This is an optimization exercise on Yosys and OpenROAD, whose aim is small area, a short achievable clock period and few clock cycles, not a production implementation. Function was not checked in any run shown here: the RTL went through the layout flow alone.

## flow/design.v (module list and top-level ports; edited modules follow where they fit)
// module MandelbrotGen: 1316 lines
// module mfa: 4 lines
// module mha: 4 lines
module MandelbrotGen(
		input Clk_100M,           
		input  [4:0]BTNS,         
		input  SW0,               
		input  SW15,              
		output reg [18:0] addrA,  
		output reg [11:0] dinA,   
		output reg wea            
    );
  // ...
==> flow/run.sh <==
#!/bin/bash
# synth_recipe.tcl (not shown) runs the flow's synth.tcl, then flattens the netlist and writes it again
# the make line also repeats each setting of config.mk as NAME=value (left out here)
make -C /OpenROAD-flow-scripts/flow DESIGN_CONFIG=/design/flow/config.mk WORK_HOME=/design/flow/orfs CLKGATE_MAP_FILE= SYNTH_SCRIPT=/design/flow/synth_recipe.tcl finish
==> flow/config.mk <==
export PLATFORM = sky130hd
export DESIGN_NAME = MandelbrotGen
export DESIGN_NICKNAME = MandelbrotGen
export VERILOG_FILES = /design/flow/design.v
export SDC_FILE = /design/flow/constraint.sdc
export NUM_CORES = 8
export LEC_CHECK = 0
export CAP_MARGIN = 70
export CORE_MARGIN = 2
export CORE_UTILIZATION = 40
export SETUP_SLACK_MARGIN = 5
export SLEW_MARGIN = 70
export SYNTH_HIERARCHICAL = 1
export SYNTH_MINIMUM_KEEP_SIZE = 0
==> flow/constraint.sdc <==
create_clock -name core_clock -period 11.0 [get_ports {Clk_100M}]
set_input_delay 2.2000 -clock core_clock [delete_from_list [all_inputs] [get_ports {Clk_100M}]]
set_output_delay 2.2000 -clock core_clock [all_outputs]
set_load 0.01 [all_outputs]
==> flow_metrics.env, run 1 <==
export IMPL_outcome="no timing/DRC/antenna violations"
export IMPL_vias_per_cell=5.53
export IMPL_dp_slack_ns=6.37
export IMPL_final_setup_viol_count=0
export IMPL_highest_layer="met4"
export IMPL_drive_gt1_share_pct=8.63
export IMPL_max_clock_freq_ghz=0.215
export IMPL_crit_end="zh1_q[9]"
export IMPL_wl_met1_um=40600
export IMPL_wl_per_cell_um=21.3
export IMPL_worstSkewPairLatency_ns=0.60
export IMPL_path_buf_inv=3
export IMPL_rsz0062_at_grt="false"
export IMPL_cts_setup_buffers=0
export IMPL_clkTransAtPathRegs_ns=0.06
export IMPL_tightest_slew_ns=0.496
export IMPL_fin_crit_sh_pct=42.2
export IMPL_final_cell_mix="fa_1, nor2_1, dfxtp_1, nand2_1, ha_1"
export IMPL_cts_tree="yes"
export IMPL_hold_path_class="flop to flop"
export IMPL_cts_resized=0
export IMPL_multi_input_area_share_pct=64.2
export IMPL_netlist_instances=3224
export IMPL_start_util_pct=40.3
export IMPL_core_area_um2=80300
export IMPL_crit_type="flop to flop"
export IMPL_grt_total_usage_pct=22.1
export IMPL_crit_family="adder cells"
export IMPL_cts_buffer_depth=3
export IMPL_grt_util_met3_pct=4.10
==> run 2, diff against run 1 <==
==> flow/flow/run.sh (new file) <==
#!/bin/bash
# Standard synthesis, then the standard layout steps with a larger setup
# margin for the resizer's timing repair.
set -euo pipefail
MARGIN=6
bash standard.sh synth > synth.log 2>&1
sed "s/SETUP_SLACK_MARGIN=[0-9.]*/SETUP_SLACK_MARGIN=$MARGIN/" standard.sh > layout.sh
bash layout.sh > layout.log 2>&1
==> flow/standard.sh (new file) <==
#!/bin/bash
# synth_recipe.tcl (not shown) runs the flow's synth.tcl, then flattens the netlist and writes it again
# the make line also repeats each setting of config.mk as NAME=value (left out here)
make -C /OpenROAD-flow-scripts/flow DESIGN_CONFIG=/design/flow/config.mk WORK_HOME=/design/flow/orfs CLKGATE_MAP_FILE= SYNTH_SCRIPT=/design/flow/synth_recipe.tcl "${@:-finish}"
removed: flow/run.sh
==> run 2 against run 1 <==
Against the previous run: non-clock buffer count unchanged; area after synthesis did not move; first-iteration DRC count unchanged; still clean; cell count is the same; fmax is essentially flat; clock-buffer cell count did not move; setup slack about the same; hold slack unchanged.
==> flow_metrics.env, run 2 <==
export IMPL_worstSkewPairLatency_ns=0.60
export IMPL_fin_nets=3791
export IMPL_grt_pass1_vias=23900
export IMPL_synth_top_area_share_pct=27.1
export IMPL_hold_viol_final=0
export IMPL_drc_errors=0
export IMPL_ioPinCount=40
export IMPL_htreeDepth=2
export IMPL_setup_slack_ns=6.36
export IMPL_r2r_slack_ns=6.36
export IMPL_dieArea_um2=83100
export IMPL_reg2regPathDepth=12
export IMPL_dr_pass1_iters=6
export IMPL_clkTransAtPathRegs_ns=0.06
export IMPL_tightest_slew_ns=0.496
export IMPL_finClkSkew_ns=0.0417
export IMPL_fin_setup_tns_ns=0
export IMPL_ys_seq_elements=394
export IMPL_period_minus_slack_ns=4.64
export IMPL_root_buffer="clkbuf_16"
export IMPL_dp_slack_ns=6.37
export IMPL_drv_slew=0
export IMPL_drt_iter0_markers=2016
export IMPL_start_util_pct=40.3
export IMPL_cp_end_kind="flop"
export IMPL_cp_start_kind="flop"
export IMPL_path_max_fanout=38
export IMPL_startpoint="zi1[15]"
export IMPL_cp_arrival_ns=5.13
export IMPL_cts_num_sinks=394
export IMPL_final_cell_mix="fa_1, nor2_1, dfxtp_1, nand2_1, ha_1"
export IMPL_drive_gt1_share_pct=8.63
export IMPL_yosysSeqAreaShare_pct=26.3
export IMPL_async_flop_share_pct=0
export IMPL_syn_area_per_cell_um2=10.0
export IMPL_hpwlAfterDp_um=65700
export IMPL_cts_tree="yes"
export IMPL_slew_headroom_pct=66.0
export IMPL_grt_max_degree=67
export IMPL_vias_per_cell=5.52
export IMPL_synth_cell_type_count=85
export IMPL_r2r_end="zh1_q[9]"
export IMPL_drv_cap=0
export IMPL_synth_ff_type="dfxtp_1"
export IMPL_synth_commonest_cells="fa_1, nor2_1, dfxtp_1"
export IMPL_synth_warnings=7
export IMPL_hold_path_class="flop to flop"
export IMPL_postRouteAntennaNets=0
export IMPL_synth_most_common_cell="fa_1"
export IMPL_largest_register="addrA"
export IMPL_synthTopCellsByArea="fa_1, dfxtp_1, ha_1"
export IMPL_final_common_cell="fa_1"
export IMPL_drt_total_wl_um=90900
export IMPL_final_setup_viol_count=0
export IMPL_grt_pass1_wl_um=142000
export IMPL_netlist_instances=3224
export IMPL_syn_area_um2=32300
export IMPL_cp_required_ns=11.48
export IMPL_antenna_cells=0
export IMPL_wl_per_cell_um=21.3
export IMPL_cts_buffers=45
export IMPL_portBuffers=36
export IMPL_crit_end="zh1_q[9]"
export IMPL_grt_antenna_before_repair=1
export IMPL_overflow=0
export IMPL_rsz0062_at_grt="false"
export IMPL_fin_crit_sh_pct=42.2
export IMPL_cts_buffer_depth=3
export IMPL_dieHeight_um=288
export IMPL_crit_type="flop to flop"
export IMPL_row_count=104
export IMPL_max_clock_freq_ghz=0.215
export IMPL_largest_reg_flops=19
export IMPL_synth_edf_count=63
export IMPL_area_growth_pct=10.7
export IMPL_vias=23600
export IMPL_die_width_um=288
export IMPL_rr_startpoint="zi1[15]"
export IMPL_core_area_um2=80300
export IMPL_gp_congestion=0.866
export IMPL_yosysTopAreaCell="fa_1"
export IMPL_outcome="no timing/DRC/antenna violations"
export IMPL_grt_total_usage_pct=22.1
run 2: worst min-delay path by stage:
| stage | start | endpoint | slack (ns) | cells past startpoint |
|---|---|---|---|---|
| detailed placement | n1[4] | n2[4] | 0.31 | 0 |
| CTS | n1[4] | n2[4] | 0.33 | 0 |
| floorplan | d1 | d2 | 0.31 | 0 |
| global placement | n1[2] | n2[2] | 0.31 | 0 |
| finish | n1[2] | n2[2] | 0.32 | 0 |
| global route | n1[0] | n2[0] | 0.33 | 0 |
run 2: logic make-up after synthesis:
logic type	share of synthesized area [%]
buffers and inverters	3.86
other	0.0232
DFF	26.3
and+or+nand+nor	12.8
xor gates and xnor gates	6.94
muxes	3.29
adders and majority gates	33.7
AOI/OAI and AO/OA	13.0
run 2: final cells by class:
type / instances / area [um2]
fill: 7532 / 44500
sequential: 394 / 8530
tap: 1060 / 1330
timing repair buffer: 108 / 1040
multi-input combinational: 2515 / 23000
inverter: 111 / 452
clock inverter: 18 / 138
clock buffer: 63 / 1310
run 2: metrics by stage:
step | hold WS [ns] | util (%) | cell area [um2] | std cells
floorplan | 0.310 | - | 32400 | 3236
global placement | 0.310 | 41.9 | 33700 | 4173
detailed placement | 0.312 | 42.6 | 34200 | 4183
CTS | 0.327 | 44.4 | 35600 | 4264
global route | 0.328 | 44.6 | 35800 | 4269
finish | 0.325 | 44.6 | 35800 | 4269
run 2: metal layers:
metal	vias up	part of all wire [%]	GRT usage [%]
met4	0	3.2	7.32
met2	758	46	34.8
met5	-	0	0
li1	10800	-	-
met3	168	6.5	4.10
met1	11800	45	30.7
run 2: timing repair:
item                       CTS  global route
gates resized for setup      0             1
setup endpoints to repair    0             1
setup buffers                0             0
hold buffers                 0             0
run 2: critical path, cell delays in order (launching register included):
cell and delay [ns]:
dfxtp_2 0.32, clkbuf_8 0.34, nand2_2 0.27, buf_4 0.28, a211oi_1 0.24, nor2_1 0.06
a221oi_1 0.25, clkdlybuf4s50_1 0.60, fa_1 0.45, fa_1 0.39, fa_1 0.40, fa_1 0.42
fa_1 0.46
run 2: Yosys stat by module (local to each module, per instance):
module	flops+latches	area (um2)
mha	0	12.5
mfa	0	20.0
MandelbrotGen	394	23000
==> run 3, diff against run 2 <==
==> flow/flow/run.sh (replaced) <==
#!/bin/bash
# Standard synthesis, then the standard layout steps with a larger setup
# margin for the resizer's timing repair.
set -euo pipefail
MARGIN=7
bash standard.sh synth > synth.log 2>&1
sed "s/SETUP_SLACK_MARGIN=[0-9.]*/SETUP_SLACK_MARGIN=$MARGIN/" standard.sh > layout.sh
bash layout.sh > layout.log 2>&1
==> run 3 against run 2 <==
Against the previous run: synthesized cell count stayed put; area after synthesis stayed put; routed wire length is 5.2% higher.
==> flow_metrics.env, run 3 <==
export IMPL_outcome="no timing/DRC/antenna violations"
export IMPL_grt_total_usage_pct=22.9
export IMPL_final_common_cell="fa_1"
export IMPL_dieArea_um2=83100
export IMPL_root_buffer="clkbuf_16"
export IMPL_ioPinCount=40
export IMPL_portBuffers=36
export IMPL_largest_register="addrA"
export IMPL_synth_most_common_cell="fa_1"
export IMPL_grt_max_degree=67
export IMPL_period_minus_slack_ns=4.02
export IMPL_yosysTopAreaCell="fa_1"
export IMPL_grt_pass1_wl_um=147000
export IMPL_grt_met2_usage_pct=35.8
export IMPL_cts_buffer_depth=3
export IMPL_wl_per_cell_um=21.9
export IMPL_crit_end="zh1_q[9]"
export IMPL_yosysSeqAreaShare_pct=26.3
export IMPL_synth_top_area_share_pct=27.1
export IMPL_fin_crit_sh_pct=36.6
export IMPL_tightest_slew_ns=0.506
export IMPL_drv_cap=0
export IMPL_synth_cell_type_count=85
export IMPL_drt_total_wl_um=95700
export IMPL_die_width_um=288
export IMPL_htreeDepth=2
export IMPL_overflow=0
export IMPL_dieHeight_um=288
export IMPL_path_max_fanout=4
export IMPL_syn_area_um2=32300
export IMPL_r2r_end="zh1_q[9]"
export IMPL_core_area_um2=80300
export IMPL_cp_required_ns=11.49
export IMPL_cp_arrival_ns=4.51
export IMPL_gr_usage_met1_pct=31.4
export IMPL_final_cell_mix="fa_1, nor2_1, dfxtp_1, nand2_1, xnor2_1"
export IMPL_fin_util_pct=47.1
export IMPL_dpl_cell_area_um2=34200
export IMPL_finClkSkew_ns=0.0207
export IMPL_drt_iter0_markers=2112
export IMPL_largest_reg_flops=19
export IMPL_synthTopCellsByArea="fa_1, dfxtp_1, ha_1"
export IMPL_hold_path_class="flop to flop"
export IMPL_slew_headroom_pct=66.1
export IMPL_vias=24400
export IMPL_rsz0062_at_grt="true"
export IMPL_syn_area_per_cell_um2=10.0
export IMPL_cp_start_kind="flop"
export IMPL_max_clock_freq_ghz=0.248
export IMPL_startpoint="zi1[3]"
export IMPL_async_flop_share_pct=0
export IMPL_grt_pass1_vias=24800
export IMPL_synth_warnings=7
export IMPL_drv_slew=0
export IMPL_row_count=104
export IMPL_synth_edf_count=63
export IMPL_cts_tree="yes"
export IMPL_grt_util_met3_pct=4.75
export IMPL_start_util_pct=40.3
export IMPL_dr_pass1_iters=6
export IMPL_cp_end_kind="flop"
export IMPL_cts_buffers=46
export IMPL_fin_nets=3881
export IMPL_hold_ws_ns=0.326
export IMPL_final_setup_viol_count=0
export IMPL_clkTransAtPathRegs_ns=0.06
export IMPL_ys_seq_elements=394
export IMPL_synth_commonest_cells="fa_1, nor2_1, dfxtp_1"
export IMPL_gp_congestion=0.874
export IMPL_dp_slack_ns=6.34
export IMPL_netlist_instances=3224
export IMPL_setup_slack_ns=6.98
export IMPL_drive_gt1_share_pct=14.2
export IMPL_worstSkewPairLatency_ns=0.62
export IMPL_area_growth_pct=17.0
export IMPL_cts_num_sinks=394
export IMPL_drc_errors=0
export IMPL_busiest_layer="met2"
export IMPL_fin_setup_tns_ns=0
export IMPL_postRouteAntennaNets=0
export IMPL_crit_type="flop to flop"
export IMPL_fin_area_um2=37800
export IMPL_grt_antenna_before_repair=0
export IMPL_hold_viol_final=0
export IMPL_antenna_cells=0
export IMPL_multiInputGateArea_um2=23500
export IMPL_vias_per_cell=5.60
export IMPL_fillers=7386
export IMPL_reg2regPathDepth=12
export IMPL_r2r_slack_ns=6.98
export IMPL_rr_startpoint="zi1[3]"
export IMPL_holdBufCountCts=0
export IMPL_hpwlAfterDp_um=65700
export IMPL_synth_ff_type="dfxtp_1"
export IMPL_ff_latch_area_um2=8580
run 3: cell types whose count changed in the layout (fill, tap and decap cells not counted), sizes merged, moves of 3 or more:
cell | before | now
clkinvlp | 1 | 8
bufbuf | 0 | 10
buf | 67 | 146
bufinv | 0 | 4
clkinv | 30 | 27
run 3: worst max-delay path, cell delays in order, from the launching register on:
cell,delay (ns)
dfxtp_4,0.38
buf_12,0.12
clkinvlp_4,0.11
or3_4,0.40
o21ai_2,0.07
buf_6,0.13
o21ai_0,0.08
xnor2_1,0.39
fa_1,0.52
fa_2,0.36
fa_1,0.41
fa_1,0.51
fa_1,0.41
run 3: cell families (layout without fill, tap and decap cells):
group                    after synthesis  in the layout  share of synthesized area, %
AND/OR/NAND/NOR                      904            904                          12.8
AO/OA/AOI/OAI                        631            631                          13.0
adder cells (fa/ha/maj)              608            608                          33.7
flip-flops                           394            394                          26.3
buffers and inverters                327            393                          3.86
XOR/XNOR                             256            256                          6.94
multiplexers                         102            102                          3.29
other                                  2             14                        0.0232
run 3: timing repair:
action                     4_1_cts  5_1_grt
setup buffers                   52       25
pin swaps                       20       45
resized for setup               98       99
setup endpoints to repair       98       53
gates cloned                    10        3
run 3: layer usage:
layer / vias up / wire length (um)
met2: 885 / 43600
met3: 208 / 7100
li1: 11000 / -
met1: 12300 / 41300
met4: 0 / 3700
met5: - / 0
run 3: per-stage QoR:
| step | cells |
|---|---|
| after floorplan | 3236 |
| after detailed placement | 4185 |
| after global routing | 4362 |
| after CTS | 4332 |
| after global placement | 4169 |
| final | 4362 |
run 3: layout make-up:
cell class | count | share of cell area [%]
tap | 1060 | 3.51
multi-input combinational | 2515 | 62.1
timing repair buffer | 197 | 6.03
clock buffer | 61 | 3.47
sequential | 394 | 22.7
inverter | 111 | 1.40
clock inverter | 24 | 0.821
run 3: Yosys stat by module (local to each module, per instance):
| module | flip-flops and latches | cells |
|---|---|---|
| MandelbrotGen | 394 | 2738 |
| mfa | 0 | 1 |
| mha | 0 | 1 |
run 3: worst min-delay path by stage:
stage                     startpoint  cells after the start  endpoint
after global routing           n1[2]                      0     n2[2]
after CTS                      n1[2]                      0     n2[2]
after floorplan                   d1                      0        d2
final                             t1                      0        t2
after detailed placement          t1                      0        t2
after global placement            t1                      0        t2
==> run 4, diff against run 3 <==
==> flow/flow/run.sh (replaced) <==
#!/bin/bash
# Standard synthesis, then the standard layout steps with a larger setup
# margin for the resizer's timing repair.
set -euo pipefail
MARGIN=6.8
bash standard.sh synth > synth.log 2>&1
sed "s/SETUP_SLACK_MARGIN=[0-9.]*/SETUP_SLACK_MARGIN=$MARGIN/" standard.sh > layout.sh
bash layout.sh > layout.log 2>&1
--- a/flow/config.mk
+++ b/flow/config.mk
@@ -12,3 +12,4 @@
 export SLEW_MARGIN = 70
 export SYNTH_HIERARCHICAL = 1
 export SYNTH_MINIMUM_KEEP_SIZE = 0
+export TNS_END_PERCENT = 0
==> run 4 against run 3 <==
Against the previous run: fmax shrank 4.6%; area after synthesis is the same; register-to-register slack lost 0.20 ns; synthesized cell count is the same; global-route usage shrank 0.85 points; via count shrank 1.4%.
==> flow_metrics.env, run 4 <==
export IMPL_dp_cells=4184
export IMPL_fin_crit_sh_pct=38.4
export IMPL_start_util_pct=40.3
export IMPL_max_clock_freq_ghz=0.237
export IMPL_synth_cell_type_count=85
export IMPL_htreeDepth=2
export IMPL_fin_cells=4298
export IMPL_fin_nets=3820
export IMPL_netlist_instances=3224
export IMPL_async_flop_share_pct=0
export IMPL_synth_ff_type="dfxtp_1"
export IMPL_drive_gt1_share_pct=10.3
export IMPL_r2r_slack_ns=6.78
export IMPL_antenna_cells=0
export IMPL_row_count=104
export IMPL_synth_edf_count=63
export IMPL_syn_area_per_cell_um2=10.0
export IMPL_rsz0062_at_grt="true"
export IMPL_ys_seq_elements=394
export IMPL_crit_chain="buf_4, clkinv_2, nor2_1, fa_1, fa_1, fa_1, fa_1, fa_1, fa_1"
export IMPL_cp_required_ns=11.46
export IMPL_cts_num_sinks=394
export IMPL_hpwlAfterDp_um=64800
export IMPL_synth_most_common_cell="fa_1"
export IMPL_clkTransAtPathRegs_ns=0.06
export IMPL_worstSkewPairLatency_ns=0.62
export IMPL_dieHeight_um=288
export IMPL_cp_start_kind="flop"
export IMPL_outcome="no timing/DRC/antenna violations"
export IMPL_cp_end_kind="flop"
export IMPL_reg2regPathDepth=9
export IMPL_vias=24100
export IMPL_hold_viol_final=0
export IMPL_wl_met2_um=42600
export IMPL_cts_buffer_depth=3
export IMPL_gp_congestion=0.872
export IMPL_highest_layer="met4"
export IMPL_rr_startpoint="zr1[1]"
export IMPL_dieArea_um2=83100
export IMPL_root_buffer="clkbuf_16"
export IMPL_synth_warnings=7
export IMPL_fin_setup_tns_ns=0
export IMPL_synth_commonest_cells="fa_1, nor2_1, dfxtp_1"
export IMPL_cts_tree="yes"
export IMPL_largest_reg_flops=19
export IMPL_drt_total_wl_um=92100
export IMPL_fin_area_um2=36600
export IMPL_crit_family="adder cells"
export IMPL_portBuffers=36
export IMPL_grt_pass1_vias=23900
export IMPL_path_max_fanout=21
export IMPL_path_buf_inv=2
export IMPL_wl_met1_um=40600
export IMPL_fin_util_pct=45.6
export IMPL_grt_pass1_wl_um=142000
export IMPL_final_setup_viol_count=0
export IMPL_grt_antenna_before_repair=1
export IMPL_cp_arrival_ns=4.68
export IMPL_final_common_cell="fa_1"
export IMPL_crit_slowest_cell="fa_1"
export IMPL_drc_errors=0
export IMPL_holdBufCountCts=0
export IMPL_finClkSkew_ns=0.0321
export IMPL_final_cell_mix="fa_1, nor2_1, dfxtp_1, nand2_1, ha_1"
export IMPL_core_area_um2=80300
export IMPL_largest_register="addrA"
export IMPL_yosysSeqAreaShare_pct=26.3
export IMPL_hp_start="n1[1]"
export IMPL_drv_cap=0
export IMPL_cts_buffers=45
export IMPL_hold_path_class="flop to flop"
export IMPL_hold_path_end="n2[1]"
export IMPL_slew_headroom_pct=66.9
export IMPL_dp_slack_ns=6.24
export IMPL_drt_iter0_markers=2072
export IMPL_yosysTopAreaCell="fa_1"
export IMPL_ioPinCount=40
export IMPL_wl_per_cell_um=21.4
export IMPL_tightest_slew_ns=0.493
export IMPL_synthTopCellsByArea="fa_1, dfxtp_1, ha_1"
export IMPL_crit_path_frequent_cell="fa_1"
export IMPL_area_growth_pct=13.3
export IMPL_synth_top_area_share_pct=27.1
export IMPL_setup_slack_ns=6.78
export IMPL_r2r_end="t0_q[6]"
export IMPL_dr_wl_met3_um=5930
export IMPL_grt_total_usage_pct=22.1
export IMPL_postRouteAntennaNets=0
export IMPL_dr_pass1_iters=5
export IMPL_overflow=0
export IMPL_fillers=7499
export IMPL_die_width_um=288
export IMPL_syn_area_um2=32300
export IMPL_grt_max_degree=67
export IMPL_crit_type="flop to flop"
export IMPL_drv_slew=0
export IMPL_vias_per_cell=5.60
export IMPL_dpl_cell_area_um2=34200
export IMPL_slowest_delay_ns=0.59
export IMPL_period_minus_slack_ns=4.22
export IMPL_min_path_cells=0
## run 4: cell counts after synthesis
No cell type changed its count.
## run 4: through the flow
| stage | hold WS [ns] |
|---|---|
| after detailed placement | 0.312 |
| after floorplan | 0.310 |
| after global placement | 0.310 |
| final | 0.323 |
| after global routing | 0.335 |
| after CTS | 0.326 |
## run 4: logic make-up (layout without fill, tap and decap cells)
logic type	count (synthesis)	after routing	synth area share [%]
other	2	14	0.0232
buffers and inverters	327	329	3.86
and+or+nand+nor	904	904	12.8
muxes	102	102	3.29
adders and majority gates	608	608	33.7
DFF	394	394	26.3
AOI/OAI and AO/OA	631	631	13.0
xor gates and xnor gates	256	256	6.94
## run 4: routing by layer
layer / vias up / global-route usage (%)
li1: 10900 / -
met1: 12200 / 31.2
met2: 861 / 35.0
met3: 155 / 3.25
met4: 0 / 7.02
met5: - / 0
## run 4: how the worst max path moves through the flow
stage / start / slack [ns] / depth (start not counted) / end
2_1_floorplan: pan_re / 6.80 / 15 / re0[16]
3_3_place_gp: pan_re / 5.95 / 13 / re0[16]
3_5_place_dp: pan_re / 6.24 / 15 / re0[16]
4_1_cts: pan_im / 6.72 / 16 / re0[16]
5_1_grt: pan_im / 6.67 / 15 / re0[16]
6_report: zr1[1] / 6.78 / 9 / t0_q[6]
## run 4: timing repair
action                     4_1_cts  5_1_grt
setup endpoints to repair       68       62
resized for setup               33       40
gates cloned                     1        3
pin swaps                        7       11
setup buffers                   17        8
## run 4: area by class of cell
cell class | count | area [um2] | share of cell area (%)
sequential | 394 | 8550 | 23.3
clock inverter | 18 | 280 | 0.765
inverter | 111 | 479 | 1.31
multi-input combinational | 2515 | 23300 | 63.5
timing repair buffer | 137 | 1440 | 3.93
tap | 1060 | 1330 | 3.62
clock buffer | 63 | 1310 | 3.57
## run 4: Yosys stat by module (local to each module, per instance)
module,cells inside,flops+latches
mha,1,0
MandelbrotGen,2738,394
mfa,1,0
==> run 5, diff against run 4 <==
==> flow/flow/run.sh (replaced) <==
#!/bin/bash
# Standard synthesis, then the standard layout steps with a larger setup
# margin for the resizer's timing repair.
set -euo pipefail
MARGIN=7.2
bash standard.sh synth > synth.log 2>&1
sed "s/SETUP_SLACK_MARGIN=[0-9.]*/SETUP_SLACK_MARGIN=$MARGIN/" standard.sh > layout.sh
bash layout.sh > layout.log 2>&1
==> run 5 against run 4 <==
Against the previous run: still clean; hold slack barely moved; first-iteration DRC count fell by 9.0%; cell count rose by 1.2%; setup slack improved by 0.25 ns; sequential share of layout area fell by 0.51 points; critical path depth rose by 3; area after synthesis did not move; critical path type unchanged; highest routed layer unchanged.
==> flow_metrics.env, run 5 <==
export IMPL_core_area_um2=80300
export IMPL_tightest_slew_ns=0.495
export IMPL_outcome="no timing/DRC/antenna violations"
export IMPL_fin_util_pct=46.8
export IMPL_gr_usage_met1_pct=31.7
export IMPL_row_count=104
export IMPL_min_path_cells=0
export IMPL_setup_slack_ns=7.03
export IMPL_gp_congestion=0.857
export IMPL_grt_total_usage_pct=23.0
export IMPL_drc_errors=0
export IMPL_synth_most_common_cell="fa_1"
export IMPL_drive_gt1_share_pct=13.3
export IMPL_rsz0062_at_grt="true"
export IMPL_fin_area_um2=37500
export IMPL_synth_edf_count=63
export IMPL_crit_type="flop to flop"
export IMPL_grt_met2_usage_pct=36.2
export IMPL_final_cell_mix="fa_1, nor2_1, dfxtp_1, nand2_1, xnor2_1"
export IMPL_cts_tree="yes"
export IMPL_drt_iter0_markers=1886
export IMPL_dpl_cell_area_um2=34300
export IMPL_synthTopCellsByArea="fa_1, dfxtp_1, ha_1"
export IMPL_cp_required_ns=11.49
export IMPL_grt_pass1_vias=24600
export IMPL_portBuffers=36
export IMPL_crit_path_frequent_cell="fa_1"
export IMPL_period_minus_slack_ns=3.97
export IMPL_cp_arrival_ns=4.46
export IMPL_crit_end="zh1_q[11]"
export IMPL_hpwlAfterDp_um=65400
export IMPL_htreeDepth=2
export IMPL_largest_register="addrA"
export IMPL_drv_cap=0
export IMPL_dieHeight_um=288
export IMPL_root_buffer="clkbuf_16"
export IMPL_worstSkewPairLatency_ns=0.62
export IMPL_synth_top_area_share_pct=27.1
export IMPL_start_util_pct=40.3
export IMPL_grt_pass1_wl_um=147000
export IMPL_max_clock_freq_ghz=0.252
export IMPL_yosysSeqAreaShare_pct=26.3
export IMPL_vias=24300
export IMPL_area_growth_pct=16.1
export IMPL_grt_max_degree=64
export IMPL_synth_warnings=7
export IMPL_cts_buffer_depth=3
export IMPL_synth_commonest_cells="fa_1, nor2_1, dfxtp_1"
export IMPL_final_common_cell="fa_1"
export IMPL_startpoint="zi1[7]"
export IMPL_wl_per_cell_um=21.7
export IMPL_r2r_end="zh1_q[11]"
export IMPL_ys_seq_elements=394
export IMPL_r2r_slack_ns=7.03
export IMPL_grt_antenna_before_repair=2
export IMPL_crit_chain="buf_8, buf_12, clkinvlp_4, nor2_1, a21o_4, buf_4, o21ai_1, xnor2_2, fa_1, fa_1, fa_1, fa_1"
export IMPL_yosysTopAreaCell="fa_1"
export IMPL_slew_headroom_pct=66.8
export IMPL_hold_ws_ns=0.324
export IMPL_busiest_layer="met2"
export IMPL_dp_slack_ns=6.37
export IMPL_crit_slowest_cell="fa_1"
export IMPL_synth_cell_type_count=85
export IMPL_fin_setup_tns_ns=0
export IMPL_drv_slew=0
export IMPL_die_width_um=288
export IMPL_synth_ff_type="dfxtp_1"
export IMPL_clkTransAtPathRegs_ns=0.07
export IMPL_largest_reg_flops=19
export IMPL_reg2regPathDepth=12
export IMPL_fin_crit_sh_pct=36.1
export IMPL_fin_nets=3866
export IMPL_finClkSkew_ns=0.0400
export IMPL_dr_pass1_iters=6
export IMPL_async_flop_share_pct=0
export IMPL_hold_path_class="flop to flop"
export IMPL_overflow=0
export IMPL_postRouteAntennaNets=0
export IMPL_syn_area_per_cell_um2=10.0
export IMPL_syn_area_um2=32300
export IMPL_drt_total_wl_um=94400
export IMPL_ioPinCount=40
export IMPL_cp_end_kind="flop"
export IMPL_path_max_fanout=12
export IMPL_slowest_delay_ns=0.51
export IMPL_fillers=7427
export IMPL_grt_util_met3_pct=4.00
export IMPL_cts_num_sinks=394
export IMPL_netlist_instances=3224
export IMPL_rr_startpoint="zi1[7]"
export IMPL_cp_start_kind="flop"
export IMPL_cts_buffers=46
export IMPL_vias_per_cell=5.59
export IMPL_hold_viol_final=0
export IMPL_dieArea_um2=83100
export IMPL_final_setup_viol_count=0
==> run 5: worst max-delay path, delay by kind of cell, from the launching register on <==
family	cells	cell delay (ns)
buffers and inverters	4	0.58
DFF	1	0.36
and+or+nand+nor	1	0.24
adders and majority gates	4	1.89
AOI/OAI and AO/OA	2	0.35
xor gates and xnor gates	1	0.41
==> run 5: logic make-up after synthesis <==
group                    after synthesis  synth area share (%)
flip-flops                           394                  26.3
AO/OA/AOI/OAI                        631                  13.0
adder cells (fa/ha/maj)              608                  33.7
AND/OR/NAND/NOR                      904                  12.8
buffers and inverters                327                  3.86
XOR/XNOR                             256                  6.94
multiplexers                         102                  3.29
other                                  2                0.0232
==> run 5: worst min path at each step <==
stage | from | slack [ns] | to
2_1_floorplan | d1 | 0.31 | d2
3_3_place_gp | n1[0] | 0.31 | n2[0]
3_5_place_dp | n1[3] | 0.31 | n2[3]
4_1_cts | n1[1] | 0.33 | n2[1]
5_1_grt | n1[3] | 0.33 | n2[3]
6_report | n1[1] | 0.32 | n2[1]
==> run 5: layout make-up <==
| class | count | area, um2 | area share, % |
|---|---|---|---|
| antenna | 2 | 5.00 | 0.0133 |
| clock buffer | 59 | 1290 | 3.44 |
| clock inverter | 26 | 309 | 0.823 |
| inverter | 111 | 547 | 1.46 |
| multi-input combinational | 2516 | 23400 | 62.3 |
| sequential | 394 | 8570 | 22.8 |
| tap | 1060 | 1330 | 3.53 |
| timing repair buffer | 181 | 2100 | 5.58 |
==> run 5: what timing repair did <==
item | 4_1_cts | 5_1_grt
gates cloned | 12 | 0
setup buffers | 56 | 3
hold buffers | 0 | 0
endpoints found under the setup margin | 144 | 121
pin swaps | 35 | 21
gates resized for setup | 146 | 15
==> run 5: metrics by stage <==
step | cells
6_report | 4349
5_1_grt | 4347
4_1_cts | 4339
3_5_place_dp | 4186
3_3_place_gp | 4170
2_1_floorplan | 3236
==> run 5: modules after synthesis (local to each module, per instance) <==
module / copies in the design / flip-flops and latches / cells inside
MandelbrotGen: 1 / 394 / 2738
mfa: 434 / 0 / 1
mha: 52 / 0 / 1
==> run 5: metal layers <==
layer / up-vias / routed length (um)
li1: 11000 / -
met1: 12300 / 41100
met2: 864 / 42900
met3: 200 / 6770
met4: 0 / 3610
met5: - / 0
==> run 6, diff against run 5 <==
==> flow/flow/run.sh (replaced) <==
#!/bin/bash
# Standard synthesis, then the standard layout steps with a larger setup
# margin for the resizer's timing repair.
set -euo pipefail
MARGIN=7.5
bash standard.sh synth > synth.log 2>&1
sed "s/SETUP_SLACK_MARGIN=[0-9.]*/SETUP_SLACK_MARGIN=$MARGIN/" standard.sh > layout.sh
bash layout.sh > layout.log 2>&1
==> run 6 against run 5 <==
Against the previous run: non-clock buffer count decreased by 18; design area about the same; core utilization barely moved; critical path depth shrank 1; die area unchanged; sequential share of layout area about the same; area after synthesis is the same.
==> flow_metrics.env, run 6 <==
export IMPL_async_flop_share_pct=0
export IMPL_synth_edf_count=63
export IMPL_dr_pass1_iters=6
export IMPL_fin_setup_tns_ns=0
export IMPL_hold_ws_ns=0.326
export IMPL_cts_buffers=47
export IMPL_core_area_um2=80300
export IMPL_cts_buffer_depth=3
export IMPL_grt_total_usage_pct=23.2
export IMPL_crit_type="flop to flop"
export IMPL_cts_num_sinks=394
export IMPL_synth_top_area_share_pct=27.1
export IMPL_grt_max_degree=58
export IMPL_holdBufCountCts=0
export IMPL_vias=24400
export IMPL_synth_compound_area_share_pct=13.0
export IMPL_die_width_um=288
export IMPL_rsz0062_at_grt="true"
export IMPL_fin_crit_sh_pct=36.7
export IMPL_syn_area_per_cell_um2=10.0
export IMPL_largest_register="addrA"
export IMPL_synthSimpleGateAreaFrac_pct=12.8
export IMPL_clkTransAtPathRegs_ns=0.06
export IMPL_fin_nets=3848
export IMPL_dieArea_um2=83100
export IMPL_period_minus_slack_ns=4.04
export IMPL_cp_required_ns=11.49
export IMPL_final_setup_viol_count=0
export IMPL_finClkSkew_ns=0.0258
export IMPL_drv_cap=0
export IMPL_grt_pass1_wl_um=148000
export IMPL_drt_total_wl_um=95500
export IMPL_hold_viol_final=0
export IMPL_drv_slew=0
export IMPL_max_clock_freq_ghz=0.248
export IMPL_setup_slack_ns=6.96
export IMPL_path_max_fanout=18
export IMPL_hold_path_end="n2[2]"
export IMPL_row_count=104
export IMPL_overflow=0
export IMPL_reg2regPathDepth=11
export IMPL_synthTopCellsByArea="fa_1, dfxtp_1, ha_1"
export IMPL_synth_cell_type_count=85
export IMPL_min_path_cells=0
export IMPL_syn_area_um2=32300
export IMPL_wl_per_cell_um=22.1
export IMPL_hold_path_class="flop to flop"
export IMPL_fillers=7377
export IMPL_fin_util_pct=46.8
export IMPL_cts_tree="yes"
export IMPL_vias_per_cell=5.64
export IMPL_largest_reg_flops=19
export IMPL_outcome="no timing/DRC/antenna violations"
export IMPL_final_common_cell="fa_1"
export IMPL_gp_congestion=0.867
export IMPL_r2r_end="zh1_q[5]"
export IMPL_synth_adder_area_share_pct=33.7
export IMPL_ioPinCount=40
export IMPL_root_buffer="clkbuf_16"
export IMPL_final_cell_mix="fa_1, nor2_1, dfxtp_1, nand2_1, ha_1"
export IMPL_cp_start_kind="flop"
export IMPL_postRouteAntennaNets=0
export IMPL_dieHeight_um=288
export IMPL_synth_most_common_cell="fa_1"
export IMPL_start_util_pct=40.3
export IMPL_grt_pass1_vias=24500
export IMPL_r2r_slack_ns=6.96
export IMPL_rr_startpoint="zi1[5]"
export IMPL_synthMuxAreaShare_pct=3.29
export IMPL_hp_start="n1[2]"
export IMPL_cp_arrival_ns=4.53
export IMPL_synth_top_family_by_area="adder cells"
export IMPL_dp_slack_ns=6.45
export IMPL_portBuffers=36
export IMPL_drive_gt1_share_pct=12.9
export IMPL_netlist_instances=3224
export IMPL_ys_seq_elements=394
export IMPL_worstSkewPairLatency_ns=0.62
export IMPL_htreeDepth=2
export IMPL_drc_errors=0
export IMPL_hpwlAfterDp_um=65200
export IMPL_yosysTopAreaCell="fa_1"
export IMPL_synth_xor_area_share_pct=6.94
export IMPL_grt_antenna_before_repair=2
export IMPL_synth_commonest_cells="fa_1, nor2_1, dfxtp_1"
export IMPL_cp_end_kind="flop"
export IMPL_area_growth_pct=16.2
export IMPL_yosysSeqAreaShare_pct=26.3
export IMPL_drt_iter0_markers=2062
export IMPL_synth_warnings=7
export IMPL_synth_ff_type="dfxtp_1"
run 6: cells by family after synthesis:
family          count (synthesis)
fa+ha+maj                     608
compound gates                631
other cells                     2
xor+xnor                      256
simple gates                  904
flops                         394
buf+inv                       327
mux                           102
run 6: metrics by stage:
step	std cells	instance area (um2)
3_5_place_dp	4186	34400
6_report	4328	37600
5_1_grt	4327	37600
2_1_floorplan	3236	32800
4_1_cts	4320	37300
3_3_place_gp	4173	33900
run 6: critical path: stages, from the launching register on:
cell and delay [ns]:
dfxtp_2 0.41, buf_12 0.14, clkinvlp_4 0.14, nor2_1 0.26, a21o_4 0.32, a22oi_1 0.12
xnor2_1 0.27, fa_2 0.51, fa_2 0.38, fa_1 0.41, fa_1 0.52, fa_1 0.41
run 6: how the worst max path moves through the flow:
stage | startpoint | to | slack [ns] | cells after the start
after floorplan | col0 | re0[16] | 7.24 | 16
after CTS | zl0_q[2] | zi1[16] | 7.07 | 20
final | zi1[5] | zh1_q[5] | 6.96 | 11
after global placement | zi1[7] | zh1_q[9] | 5.88 | 10
after detailed placement | zi1[3] | zh1_q[9] | 6.45 | 12
after global routing | col0 | re0[16] | 6.89 | 15
run 6: timing repair:
item                                    4_1_cts  5_1_grt
endpoints found under the hold margin         0        0
gates cloned                                 12        0
gates resized for setup                     117       13
endpoints found under the setup margin      212      196
pin swaps                                    37        9
buffers inserted                             38        2
run 6: metal layers:
layer,vias to the layer above,GRT usage (%),wire [um]
met4,2,8.17,3470
met3,194,4.16,7040
met2,918,36.0,42800
met5,-,0,13
met1,12300,32.6,42200
li1,10900,-,-
run 6: Yosys stat by module (local to each module, per instance):
module | times used | cells | flops+latches
MandelbrotGen | 1 | 2738 | 394
mha | 52 | 1 | 0
mfa | 434 | 1 | 0
run 6: area by class of cell:
class | instances | area (um2) | area share (%)
clock inverter | 23 | 314 | 0.836
antenna | 1 | 2.50 | 0.00666
sequential | 394 | 8560 | 22.8
tap | 1060 | 1330 | 3.53
timing repair buffer | 163 | 1990 | 5.30
multi-input combinational | 2515 | 23500 | 62.6
clock buffer | 61 | 1320 | 3.52
inverter | 111 | 522 | 1.39

[port drivers added, routing unchanged]
No port has a modelled driver above. Below, the same layouts with a new extraction and two added sets of constraints. Step 1 sets driving cells, clkbuf_16 on the clock port and buf_2 on the other inputs (assumed; they add their load-dependent delay and slew). Step 2, shift: input delay + t, output delay - t, t = (earliest + latest rising clock arrival at the registers) / 2. This alone moves slack from input paths to output paths. Three values: ideal ports, drivers, drivers and shift; two values: the first two.
| run | t (ns) | slack for setup (ns) | worst hold slack (ns) | slew at the worst register clock pin (ns) | worst data-port slew with drivers (ns) |
|---|---|---|---|---|---|
| run 1 | 0.651 | 6.359 / 6.359 / 6.359 | 0.325 / 0.325 / 0.325 | 0.07 / 0.07 | 0.03 |
| run 2 | 0.651 | 6.359 / 6.359 / 6.359 | 0.325 / 0.325 / 0.325 | 0.07 / 0.07 | 0.03 |
| run 3 | 0.675 | 6.976 / 6.976 / 6.976 | 0.326 / 0.326 / 0.326 | 0.07 / 0.07 | 0.03 |
| run 4 | 0.663 | 6.780 / 6.780 / 6.780 | 0.323 / 0.323 / 0.323 | 0.07 / 0.07 | 0.03 |
| run 5 | 0.669 | 7.032 / 7.032 / 7.032 | 0.324 / 0.324 / 0.324 | 0.07 / 0.07 | 0.03 |
| run 6 | 0.667 | 6.960 / 6.960 / 6.960 | 0.326 / 0.326 / 0.326 | 0.07 / 0.07 | 0.03 |
After both steps every run listed still meets setup and hold.
